Context: an optimization exercise on an open-source flow, tuned for small area and a short achievable clock period. The choices shown serve that exercise and are no tape-out recipe.
RTL that was checked went through simulation tests only; none was proved equivalent to the original.
No driver is modelled on the clock port, so clock power and skew are understated where the tree is cut down; a real chip needs a root buffer or a tree.
Power and IR drop assume default switching activity.

Setup of before:
// Router_Top_Level_1x3
module Router_Top_Level_1x3(clock,resetn,read_enb_0,read_enb_1,read_enb_2,data_in,pkt_valid,data_out_0,data_out_1,data_out_2,valid_out_0,valid_out_1,valid_out_2,error,busy);
For scale: ~490 flip-flops, roughly 18000 um2 of cells after synthesis.
==> module FIFO_Read_Mux, before the edit <==
module FIFO_Read_Mux(input [127:0] d, input [3:0] sel, output [7:0] q);
wire [15:0] s;
FIFO_Dec16 dec(.a(sel), .y(s));
genvar b;
generate
    for (b = 0; b < 8; b = b + 1) begin : bit_
        wire [5:0] n;
        FIFO_AOI222 g0(.a1(s[0]),  .a2(d[8*0+b]),  .b1(s[1]),  .b2(d[8*1+b]),  .c1(s[2]),  .c2(d[8*2+b]),  .y(n[0]));
        FIFO_AOI222 g1(.a1(s[3]),  .a2(d[8*3+b]),  .b1(s[4]),  .b2(d[8*4+b]),  .c1(s[5]),  .c2(d[8*5+b]),  .y(n[1]));
        FIFO_AOI222 g2(.a1(s[6]),  .a2(d[8*6+b]),  .b1(s[7]),  .b2(d[8*7+b]),  .c1(s[8]),  .c2(d[8*8+b]),  .y(n[2]));
        FIFO_AOI222 g3(.a1(s[9]),  .a2(d[8*9+b]),  .b1(s[10]), .b2(d[8*10+b]), .c1(s[11]), .c2(d[8*11+b]), .y(n[3]));
        FIFO_AOI222 g4(.a1(s[12]), .a2(d[8*12+b]), .b1(s[13]), .b2(d[8*13+b]), .c1(s[14]), .c2(d[8*14+b]), .y(n[4]));
        assign n[5] = !(s[15] && d[8*15+b]);
        assign q[b] = !(&n);
    end
endgenerate
endmodule
==> module FIFO_AOI222, before the edit <==
module FIFO_AOI222(input a1, a2, b1, b2, c1, c2, output y);
assign y = !((a1 && a2) || (b1 && b2) || (c1 && c2));
endmodule
clock: 5.0 ns
lec_check: 0
cap_margin: 20
core_margin: 2
core_utilization: 55
place_density: 0.65
setup_slack_margin: 3.25
slew_margin: 20
synth_hierarchical: 1
synth_minimum_keep_size: 0
standard.sh (not shown) runs the stock make flow with config.mk's settings and CLKGATE_MAP_FILE= SYNTH_SCRIPT=/design/flow/synth_recipe.tcl, a recipe that flattens the netlist after the stock synthesis.
==> flow/flow/run.sh <==
#!/bin/bash
# Standard ORFS layout, except that the clock tree is a hand-built two-level
# inverter tree (flow/cts_hook.tcl) instead of TritonCTS's buffer H-tree, and
# the port buffers start as buf_4 instead of the smallest buffer.
set -euo pipefail
work=$(pwd)
bash standard.sh PRE_CTS_TCL="$work/flow/cts_hook.tcl" \
  BUFFER_PORTS_ARGS="-buffer_cell sky130_fd_sc_hd__buf_4" finish > "$work/standard.log" 2>&1
Other scripts of this flow, unchanged in this note and not shown: flow/flow/cts_hook.tcl
before: no failed stages, no open violations at the end
Relative to before, the following input files were edited for after:
-- flow/design.v --
<<< before, line 47
generate
    for (b = 0; b < 8; b = b + 1) begin : bit_
        wire [5:0] n;
        FIFO_AOI222 g0(.a1(s[0]),  .a2(d[8*0+b]),  .b1(s[1]),  .b2(d[8*1+b]),  .c1(s[2]),  .c2(d[8*2+b]),  .y(n[0]));
        FIFO_AOI222 g1(.a1(s[3]),  .a2(d[8*3+b]),  .b1(s[4]),  .b2(d[8*4+b]),  .c1(s[5]),  .c2(d[8*5+b]),  .y(n[1]));
        FIFO_AOI222 g2(.a1(s[6]),  .a2(d[8*6+b]),  .b1(s[7]),  .b2(d[8*7+b]),  .c1(s[8]),  .c2(d[8*8+b]),  .y(n[2]));
        FIFO_AOI222 g3(.a1(s[9]),  .a2(d[8*9+b]),  .b1(s[10]), .b2(d[8*10+b]), .c1(s[11]), .c2(d[8*11+b]), .y(n[3]));
        FIFO_AOI222 g4(.a1(s[12]), .a2(d[8*12+b]), .b1(s[13]), .b2(d[8*13+b]), .c1(s[14]), .c2(d[8*14+b]), .y(n[4]));
        assign n[5] = !(s[15] && d[8*15+b]);
        assign q[b] = !(&n);
    end
endgenerate
endmodule
module FIFO_Dec16(input [3:0] a, output [15:0] y);
>>> after, line 47
generate
    for (b = 0; b < 8; b = b + 1) begin : bit_
        wire lo, hi;
        FIFO_AO8 g_lo(.s(s[7:0]),
                      .d({d[8*7+b], d[8*6+b], d[8*5+b], d[8*4+b], d[8*3+b], d[8*2+b], d[8*1+b], d[8*0+b]}),
                      .y(lo));
        FIFO_AO8 g_hi(.s(s[15:8]),
                      .d({d[8*15+b], d[8*14+b], d[8*13+b], d[8*12+b], d[8*11+b], d[8*10+b], d[8*9+b], d[8*8+b]}),
                      .y(hi));
        assign q[b] = lo || hi;
    end
endgenerate
endmodule
module FIFO_AO8(input [7:0] s, input [7:0] d, output y);
assign y = |(s & d);
endmodule
module FIFO_Dec16(input [3:0] a, output [15:0] y);
<<< before, line 71
module FIFO_Dec4n(input [1:0] a, output [3:0] y_n);
assign y_n = ~(4'd1 << a);
endmodule
module FIFO_AOI222(input a1, a2, b1, b2, c1, c2, output y);
assign y = !((a1 && a2) || (b1 && b2) || (c1 && c2));
endmodule
module FIFO_Pick4(input clr, input sel, input [3:0] a, input [3:0] b, output [3:0] q);
>>> after, line 74
module FIFO_Dec4n(input [1:0] a, output [3:0] y_n);
assign y_n = ~(4'd1 << a);
endmodule
module FIFO_Pick4(input clr, input sel, input [3:0] a, input [3:0] b, output [3:0] q);
Results
after vs before, net switching power of the design went up by 0.0042 mW.
Compared with before, in after worst-margin pin slew fell by 0.096 ns; number of rows created at floorplan rose by 1.
after vs before, end point of the critical path: valid_out_1 vs fifo_1.data_out[6]
[after] post-layout worst setup margin rose 0.16 ns relative to before
[diff] worst hold slack, after relative to before: improvement
Status: fraction of power consumed by the clock network parity (after, before)
Going from before to after, worst clock skew on the final layout went down; depth of the critical timing path with buffers and inverters included went down; logic depth of the worst register-to-register path went up; fraction of the yosys area taken by sequential cells went down.
before vs after, highest metal layer with signal wires: met4 vs met5
Only the layout flow was run in before; the RTL was not checked for function there. In every run of this note, the design's own scripts or RTL, not TritonCTS, make the clock network.

========
Another version of the RTL of Router_Top_Level_1x3 (not shown whole).
Size: about 1300 cells after synthesis, about 490 flip-flops, ~43 I/O pins, about 19000 um^2 of cells after synthesis.
==> module FIFO_Project, before the edit <==
module FIFO_Project(clk, resetn, soft_reset, read_enb, write_enb, data_in,
                    data_out, valid, full);
input clk, resetn, soft_reset, read_enb, write_enb;
input [7:0] data_in;
output reg [7:0] data_out;
output reg valid;    
output reg full;
reg [7:0] fifo [0:15];
reg [3:0] last;      
wire clr = !resetn || soft_reset;
wire wr  = write_enb && !full;
wire rd  = read_enb && valid;
integer k;
always @(posedge clk)
    if (wr) begin
        fifo[0] <= data_in;
        for (k = 1; k < 16; k = k + 1)
            fifo[k] <= fifo[k - 1];
    end
always @(posedge clk)
    if (clr)
        data_out <= 8'd0;
    else if (rd)
        data_out <= fifo[last];
wire [3:0] last_rd   = wr ? last : (last == 4'd0 ? 4'd0 : last - 4'd1);
wire [3:0] last_nord = (wr && valid) ? last + 4'd1 : last;
always @(posedge clk)
    last <= clr ? 4'd0 : (read_enb && valid) ? last_rd : last_nord;
always @(posedge clk) begin
    valid <= !clr && (wr || (valid && !(read_enb && last == 4'd0)));
    full  <= !clr && !(read_enb && valid) && (wr ? (valid && last == 4'd14) : full);
end
endmodule
==> module FSM_Project, before the edit <==
module FSM_Project(clk, resetn, soft_reset, pkt_valid, addr_in, empty_in,
                   fifo_full, parity_done, low_pkt_valid, addr,
                   detect_add, lfd_state, ld_state, lp_state, cpe_state,
                   full_state, laf_state, busy, write_enb);
input clk, resetn, soft_reset, pkt_valid;
input [1:0] addr_in;
input [2:0] empty_in;
input fifo_full, parity_done, low_pkt_valid;
output reg [1:0] addr;
output detect_add, lfd_state, ld_state, lp_state, cpe_state, full_state, laf_state;
output reg busy;
output reg [2:0] write_enb;    
reg s_da, s_lfd, s_ld, s_lp, s_cpe, s_ffs, s_laf, s_wte;
wire [3:0] empty4 = {1'b0, empty_in};
wire hdr_ok     = pkt_valid && (addr_in != 2'd3);
wire hdr_empty  = empty4[addr_in];
wire addr_empty = empty4[addr];
wire clr = !resetn || soft_reset;
wire n_da  = clr || (s_da && !hdr_ok) || (s_cpe && !fifo_full) || (s_laf && parity_done);
wire n_lfd = !clr && ((s_da && hdr_ok && hdr_empty) || (s_wte && addr_empty));
wire n_wte = !clr && ((s_da && hdr_ok && !hdr_empty) || (s_wte && !addr_empty));
wire n_ld  = !clr && (s_lfd || (s_ld && !fifo_full && pkt_valid) ||
                      (s_laf && !parity_done && !low_pkt_valid));
wire n_lp  = !clr && ((s_ld && !fifo_full && !pkt_valid) ||
                      (s_laf && !parity_done && low_pkt_valid));
wire n_cpe = !clr && s_lp;
wire n_ffs = !clr && ((s_ld || s_cpe || s_ffs) && fifo_full);
wire n_laf = !clr && s_ffs && !fifo_full;
wire n_busy = !clr && ((s_da && hdr_ok) || (s_ld && (fifo_full || !pkt_valid)) ||
                       s_lp || s_ffs || s_wte || (s_cpe && fifo_full) ||
                       (s_laf && !parity_done && low_pkt_valid));
wire [1:0] n_addr = s_da ? addr_in : addr;
wire n_we = n_ld || n_lp || n_laf;
always @(posedge clk) begin
    s_da  <= n_da;
    s_lfd <= n_lfd;
    s_wte <= n_wte;
    s_ld  <= n_ld;
    s_lp  <= n_lp;
    s_cpe <= n_cpe;
    s_ffs <= n_ffs;
    s_laf <= n_laf;
    busy  <= n_busy;
    write_enb <= {3{n_we}} & {n_addr == 2'd2, n_addr == 2'd1, n_addr == 2'd0};
end
always @(posedge clk)
    addr <= n_addr;
assign detect_add = s_da;
assign lfd_state  = s_lfd;
assign ld_state   = s_ld;
assign lp_state   = s_lp;
assign cpe_state  = s_cpe;
assign full_state = s_ffs;
assign laf_state  = s_laf;
endmodule
==> module Router_Top_Level_1x3, before the edit <==
module Router_Top_Level_1x3(clock,resetn,read_enb_0,read_enb_1,read_enb_2,data_in,pkt_valid,data_out_0,data_out_1,data_out_2,valid_out_0,valid_out_1,valid_out_2,error,busy);
input clock,resetn,read_enb_0,read_enb_1,read_enb_2,pkt_valid;
input [7:0] data_in;
output valid_out_0,valid_out_1,valid_out_2,error,busy;
output [7:0] data_out_0,data_out_1,data_out_2;
wire [2:0] soft_reset, valid, full, read_enb;
wire [7:0] reg_out;
wire [1:0] addr;
wire detect_add, lfd_state, ld_state, lp_state, cpe_state, full_state, laf_state;
wire parity_done, low_pkt_valid;
assign read_enb = {read_enb_2, read_enb_1, read_enb_0};
assign valid_out_0 = valid[0];
assign valid_out_1 = valid[1];
assign valid_out_2 = valid[2];
wire [3:0] full4 = {1'b0, full};
wire fifo_full = full4[addr];
wire [2:0] write_enb;
FIFO_Project fifo_0(.clk(clock), .resetn(resetn), .soft_reset(soft_reset[0]),
                    .read_enb(read_enb_0), .write_enb(write_enb[0]), .data_in(reg_out),
                    .data_out(data_out_0), .valid(valid[0]), .full(full[0]));
FIFO_Project fifo_1(.clk(clock), .resetn(resetn), .soft_reset(soft_reset[1]),
                    .read_enb(read_enb_1), .write_enb(write_enb[1]), .data_in(reg_out),
                    .data_out(data_out_1), .valid(valid[1]), .full(full[1]));
FIFO_Project fifo_2(.clk(clock), .resetn(resetn), .soft_reset(soft_reset[2]),
                    .read_enb(read_enb_2), .write_enb(write_enb[2]), .data_in(reg_out),
                    .data_out(data_out_2), .valid(valid[2]), .full(full[2]));
Synchronizer_Project sync_0(.clk(clock), .resetn(resetn), .valid(valid[0]),
                            .read_enb(read_enb_0), .soft_reset(soft_reset[0]));
Synchronizer_Project sync_1(.clk(clock), .resetn(resetn), .valid(valid[1]),
                            .read_enb(read_enb_1), .soft_reset(soft_reset[1]));
Synchronizer_Project sync_2(.clk(clock), .resetn(resetn), .valid(valid[2]),
                            .read_enb(read_enb_2), .soft_reset(soft_reset[2]));
FSM_Project fsm0(.clk(clock), .resetn(resetn), .soft_reset(|soft_reset),
                 .pkt_valid(pkt_valid), .addr_in(data_in[1:0]), .empty_in(~valid),
                 .fifo_full(fifo_full), .parity_done(parity_done), .low_pkt_valid(low_pkt_valid),
                 .addr(addr), .detect_add(detect_add), .lfd_state(lfd_state), .ld_state(ld_state),
                 .lp_state(lp_state), .cpe_state(cpe_state), .full_state(full_state),
                 .laf_state(laf_state), .busy(busy), .write_enb(write_enb));
Register_Project register(.clk(clock), .resetn(resetn), .pkt_valid(pkt_valid), .data_in(data_in),
                          .fifo_full(fifo_full), .detect_add(detect_add), .ld_state(ld_state),
                          .laf_state(laf_state), .lfd_state(lfd_state), .cpe_state(cpe_state),
                          .err(error), .parity_done(parity_done), .low_pkt_valid(low_pkt_valid),
                          .data_out(reg_out));
endmodule
Settings: LEC_CHECK=0, CAP_MARGIN=20, CORE_MARGIN=2, CORE_UTILIZATION=55, PLACE_DENSITY=0.65, SETUP_SLACK_MARGIN=3.25, SLEW_MARGIN=20; clock period 5.0 ns.
==> flow/flow/run.sh <==
#!/bin/bash
# Standard ORFS layout, except that the clock tree is a hand-built two-level
# inverter tree (flow/cts_hook.tcl) instead of TritonCTS's buffer H-tree.
set -euo pipefail
work=$(pwd)
bash standard.sh PRE_CTS_TCL="$work/flow/cts_hook.tcl" finish > "$work/standard.log" 2>&1
Other scripts of this flow, unchanged in this note and not shown: flow/flow/cts_hook.tcl
The first run completed without violations.
Change:
--- a/flow/design.v
+++ b/flow/design.v
@@ -23,10 +23,13 @@
         data_out <= 8'd0;
     else if (rd)
         data_out <= fifo[last];
-wire [3:0] last_rd   = wr ? last : (last == 4'd0 ? 4'd0 : last - 4'd1);
-wire [3:0] last_nord = (wr && valid) ? last + 4'd1 : last;
 always @(posedge clk)
-    last <= clr ? 4'd0 : (read_enb && valid) ? last_rd : last_nord;
+    if (clr)
+        last <= 4'd0;
+    else if (wr && !rd && valid)
+        last <= last + 4'd1;
+    else if (rd && !wr && last != 4'd0)
+        last <= last - 4'd1;
 always @(posedge clk) begin
     valid <= !clr && (wr || (valid && !(read_enb && last == 4'd0)));
     full  <= !clr && !(read_enb && valid) && (wr ? (valid && last == 4'd14) : full);
@@ -53,7 +56,7 @@
 module FSM_Project(clk, resetn, soft_reset, pkt_valid, addr_in, empty_in,
                    fifo_full, parity_done, low_pkt_valid, addr,
                    detect_add, lfd_state, ld_state, lp_state, cpe_state,
-                   full_state, laf_state, busy, write_enb);
+                   full_state, laf_state, busy);
 input clk, resetn, soft_reset, pkt_valid;
 input [1:0] addr_in;
 input [2:0] empty_in;
@@ -61,42 +64,30 @@
 output reg [1:0] addr;
 output detect_add, lfd_state, ld_state, lp_state, cpe_state, full_state, laf_state;
 output reg busy;
-output reg [2:0] write_enb;    
 reg s_da, s_lfd, s_ld, s_lp, s_cpe, s_ffs, s_laf, s_wte;
 wire [3:0] empty4 = {1'b0, empty_in};
 wire hdr_ok     = pkt_valid && (addr_in != 2'd3);
 wire hdr_empty  = empty4[addr_in];
 wire addr_empty = empty4[addr];
 wire clr = !resetn || soft_reset;
-wire n_da  = clr || (s_da && !hdr_ok) || (s_cpe && !fifo_full) || (s_laf && parity_done);
-wire n_lfd = !clr && ((s_da && hdr_ok && hdr_empty) || (s_wte && addr_empty));
-wire n_wte = !clr && ((s_da && hdr_ok && !hdr_empty) || (s_wte && !addr_empty));
-wire n_ld  = !clr && (s_lfd || (s_ld && !fifo_full && pkt_valid) ||
+always @(posedge clk) begin
+    s_da  <= clr || (s_da && !hdr_ok) || (s_cpe && !fifo_full) || (s_laf && parity_done);
+    s_lfd <= !clr && ((s_da && hdr_ok && hdr_empty) || (s_wte && addr_empty));
+    s_wte <= !clr && ((s_da && hdr_ok && !hdr_empty) || (s_wte && !addr_empty));
+    s_ld  <= !clr && (s_lfd || (s_ld && !fifo_full && pkt_valid) ||
                       (s_laf && !parity_done && !low_pkt_valid));
-wire n_lp  = !clr && ((s_ld && !fifo_full && !pkt_valid) ||
+    s_lp  <= !clr && ((s_ld && !fifo_full && !pkt_valid) ||
                       (s_laf && !parity_done && low_pkt_valid));
-wire n_cpe = !clr && s_lp;
-wire n_ffs = !clr && ((s_ld || s_cpe || s_ffs) && fifo_full);
-wire n_laf = !clr && s_ffs && !fifo_full;
-wire n_busy = !clr && ((s_da && hdr_ok) || (s_ld && (fifo_full || !pkt_valid)) ||
-                       s_lp || s_ffs || s_wte || (s_cpe && fifo_full) ||
-                       (s_laf && !parity_done && low_pkt_valid));
-wire [1:0] n_addr = s_da ? addr_in : addr;
-wire n_we = n_ld || n_lp || n_laf;
-always @(posedge clk) begin
-    s_da  <= n_da;
-    s_lfd <= n_lfd;
-    s_wte <= n_wte;
-    s_ld  <= n_ld;
-    s_lp  <= n_lp;
-    s_cpe <= n_cpe;
-    s_ffs <= n_ffs;
-    s_laf <= n_laf;
-    busy  <= n_busy;
-    write_enb <= {3{n_we}} & {n_addr == 2'd2, n_addr == 2'd1, n_addr == 2'd0};
+    s_cpe <= !clr && s_lp;
+    s_ffs <= !clr && ((s_ld || s_cpe || s_ffs) && fifo_full);
+    s_laf <= !clr && s_ffs && !fifo_full;
+    busy  <= !clr && ((s_da && hdr_ok) || (s_ld && (fifo_full || !pkt_valid)) ||
+                      s_lp || s_ffs || s_wte || (s_cpe && fifo_full) ||
+                      (s_laf && !parity_done && low_pkt_valid));
 end
 always @(posedge clk)
-    addr <= n_addr;
+    if (s_da)
+        addr <= addr_in;
 assign detect_add = s_da;
 assign lfd_state  = s_lfd;
 assign ld_state   = s_ld;
@@ -169,7 +160,8 @@
 assign valid_out_2 = valid[2];
 wire [3:0] full4 = {1'b0, full};
 wire fifo_full = full4[addr];
-wire [2:0] write_enb;
+wire write_enb_reg = ld_state || lp_state || laf_state;
+wire [2:0] write_enb = {3{write_enb_reg}} & {addr == 2'd2, addr == 2'd1, addr == 2'd0};
 FIFO_Project fifo_0(.clk(clock), .resetn(resetn), .soft_reset(soft_reset[0]),
                     .read_enb(read_enb_0), .write_enb(write_enb[0]), .data_in(reg_out),
                     .data_out(data_out_0), .valid(valid[0]), .full(full[0]));
@@ -190,7 +182,7 @@
                  .fifo_full(fifo_full), .parity_done(parity_done), .low_pkt_valid(low_pkt_valid),
                  .addr(addr), .detect_add(detect_add), .lfd_state(lfd_state), .ld_state(ld_state),
                  .lp_state(lp_state), .cpe_state(cpe_state), .full_state(full_state),
-                 .laf_state(laf_state), .busy(busy), .write_enb(write_enb));
+                 .laf_state(laf_state), .busy(busy));
 Register_Project register(.clk(clock), .resetn(resetn), .pkt_valid(pkt_valid), .data_in(data_in),
                           .fifo_full(fifo_full), .detect_add(detect_add), .ld_state(ld_state),
                           .laf_state(laf_state), .lfd_state(lfd_state), .cpe_state(cpe_state),
Sequential share of layout area went down by 2.9 points.
Power is higher by 2.4%.
Setup slack got worse by 0.0090 ns.
Clock skew barely changes.
Global-route usage went up by 0.56 points.
Utilization rises by 3.6 points.
Cell count rose by 1.6%.
Hold slack improves by 0.0053 ns.
Combinational power rises by 81%.
No functional check of the RTL was part of the first run of this note. In every run of this note, the design's own scripts or RTL, not TritonCTS, make the clock network.

## what the ideal ports hide
No port has a modelled driver above. Below, the same layouts with a new extraction and two added sets of constraints.
Step 1, drivers: a clkbuf_16 drives clock and a buf_2 each remaining input, both assumed.
Step 2 adds t to the input delays and takes it off the output delays; t is the mean of the earliest and latest rising clock arrival at the registers after step 1. Input paths then give back, and output paths get back, about the clock's delay inside the block.
a / b / c = ideal / step 1 / step 2; a / b = the first two.
run | t (ns) | setup WS [ns] | slew at the worst register clock pin (ns)
before | 0.425 | 3.111 / 3.046 / 2.994 | 0.11 / 0.11
after | 0.431 | 3.271 / 3.036 / 3.061 | 0.12 / 0.12
the first run of note 2 | 0.448 | 3.046 / 2.967 / 2.869 | 0.09 / 0.09
the second run of note 2 | 0.447 | 3.037 / 3.019 / 2.821 | 0.09 / 0.09
After both steps every run listed still meets setup and hold. For the second run of note 2, which loses most, drivers alone change the setup slack by -0.018 ns; drivers and shift together by -0.216 ns.
